From an optimization exercise on the open Yosys and OpenROAD flow, aimed at small area, a short achievable clock period and few clock cycles; shortcuts taken in it are not production practice.
In this exercise RTL edits were held to simulation tests only and were not proved equivalent to the original.
Power figures rest on the tool's default switching activity, not on a simulated workload.

== job 4843 ==
// multi_64_33_9_10_16_3
module multi_64_33_9_10_16_3(clk, reset, s_data_in_x, s_valid_x, s_ready_x, m_data_out_y, m_valid_y, m_ready_y);
Size: roughly 14000 cells after synthesis, ~2200 flip-flops, about 38 I/O pins, ~130000 um2 of cells after synthesis.
make LEC_CHECK=0 CAP_MARGIN=20 CORE_MARGIN=2 CORE_UTILIZATION=55 CTS_BUF_LIST=sky130_fd_sc_hd__clkbuf_8 CTS_CLUSTER_DIAMETER=40 CTS_CLUSTER_SIZE=16 PLACE_DENSITY=0.7 SETUP_SLACK_MARGIN=5 SLEW_MARGIN=20 finish   # period 8.0 ns
run.sh (not shown) runs the stock make flow with config.mk's settings and CLKGATE_MAP_FILE= SYNTH_SCRIPT=/design/flow/synth_recipe.tcl, a recipe that flattens the netlist after the stock synthesis.
Job 4843 finished every stage and its layout cleared the timing, design-rule and antenna checks.
Testbench counts of job 4843, summed over its fixed seeds: cycles 12,408.
diff inputs: job 4843 => job 9512
Settings: CTS_CLUSTER_SIZE now 24, was 16; SETUP_SLACK_MARGIN now 4.7, was 5; CTS_CLUSTER_DIAMETER now 70, was 40; CTS_BUF_LIST now sky130_fd_sc_hd__clkbuf_16, was sky130_fd_sc_hd__clkbuf_8.
### Flow results
- Job 9512 ended with every stage complete and zero timing, DRC or antenna violations.
- Diff job 4843 -> job 9512: slew at the pin with the worst max-slew slack shrank by 0.059 ns; overall fraction of global-route tracks in use shrank by 0.49 points.
- Changes observed in job 9512 relative to job 4843: overall power consumption down about 11%, initial antenna violation count higher.
--- input diff job 9512..job 1253 ---
Settings: SETUP_SLACK_MARGIN now 4, was 4.7; CTS_BUF_LIST no longer set, was sky130_fd_sc_hd__clkbuf_16; CORE_UTILIZATION now 40, was 55; CTS_CLUSTER_SIZE no longer set, was 24; CTS_CLUSTER_DIAMETER no longer set, was 70; PLACE_DENSITY now 0.6, was 0.7.
--- outcome ---
- Buffers inserted during post-CTS setup optimization: lower on job 1253
- Total power of the final layout was higher in job 1253 than in job 9512.
- Of job 9512 and job 1253, the higher relative slew slack belongs to job 9512.
- [compare] base=job 9512 new=job 1253: share of the cycle needed by the critical path after routing +6.3 points; all-layer global routing usage -9.5 points; total die area +37%; post-route standard cell area excluding fillers ~0 delta.
- Job 1253 finished all stages; the layout is clean.
- Job 1253 vs job 9512 — worst setup slack dropped 0.50 ns.
- Looking at number of instances in the placed design, job 1253 sits 1188 higher than job 9512 does.
- The TritonCTS buffer count in job 9512 is 0.63 times that in job 1253.
What job 1685 does differently from job 1253 at the input level:
Settings: SETUP_SLACK_MARGIN: 4 -> 5.
--- outcome ---
- Wire length was lower in the run labelled job 1253.
- Compare job 1253 and job 1685 | combined area of the multi-input logic cells higher: job 1685
- Job 1685 reports a higher total power than job 1253 does.
- Measured against each other, job 1253 and job 1685 differ in relative area change from synthesis to final layout, the higher figure coming from job 1685.
- Job 1685 leaves more setup margin than job 1253.
- In the reports for job 1253 and job 1685, the smaller data arrival time of the critical path belongs to job 1685.
- Relative to job 1253, job 1685 degrades post-route cell area.
- Going from job 1253 to job 1685, the number of antenna cells inserted was found to have gone up by 3.
The inputs of job 5306 differ from those of job 1685 as listed below.
Settings: CTS_BUF_LIST now sky130_fd_sc_hd__clkbuf_16, previously not set; CTS_CLUSTER_DIAMETER now 70, previously not set; CTS_CLUSTER_SIZE now 24, previously not set; SETUP_SLACK_MARGIN now 4.7, was 5; PLACE_DENSITY now 0.75, was 0.6; CORE_UTILIZATION now 65, was 40.
Results
Higher tightest slew margin relative to the limit among job 1685 and job 5306: job 5306
Job 5306 ended up with a lower clock-buffer cell count than job 1685 did.
Job 5306: shortest period the worst path allows higher than job 1685
Between job 1685 and job 5306, the post-detailed-routing wire length is higher for job 1685.
Between job 1685 and job 5306, the final core area utilization is higher for job 5306.
When the final numbers for job 1685 and job 5306 were put side by side, the post-detailed-route wirelength per cell turned out to be smaller in job 1685.
Job 5306 ended up with a lower total design power than job 1685 did.
Job 5306 vs. job 1685: final cell count lower, worst setup slack lower, peak ir drop on the vdd network higher, sequential fraction of total cell area higher.

[port drivers added, routing unchanged]
The results above use ideal ports. As a check the final layouts listed here were re-extracted and re-timed, cells and wires unchanged.
Step 1, drivers: a clkbuf_16 drives clk and a buf_2 each remaining input, both assumed.
Step 2 moves the port delays by t, midway between the first and last clock arrival at a register: inputs arrive t later, outputs are due t later. That takes back most of the time a late clock gives input paths.
Three values: no drivers, after step 1, after step 2; two values: the first two.
run	t, ns	slack for setup (ns)	worst setup path after step 2	latest minus earliest clock arrival (ns)	worst data-port slew with drivers (ns)
job 4843	1.163	4.612 / 4.516 / 4.030	input to register	0.097 / 0.097	0.03
job 9512	0.954	4.666 / 4.666 / 3.994	input to register	0.041 / 0.041	0.04
job 1253	1.031	4.165 / 4.165 / 3.328	input to register	0.132 / 0.132	0.04
job 1685	1.018	4.761 / 4.714 / 4.165	input to register	0.120 / 0.120	0.04
job 5306	0.940	4.608 / 4.608 / 3.928	input to register	0.056 / 0.055	0.04
After both steps setup and hold are still met in every run listed. The setup slack of job 1253, which loses most, moves by 0.000 ns with the drivers and by -0.837 ns with both steps.
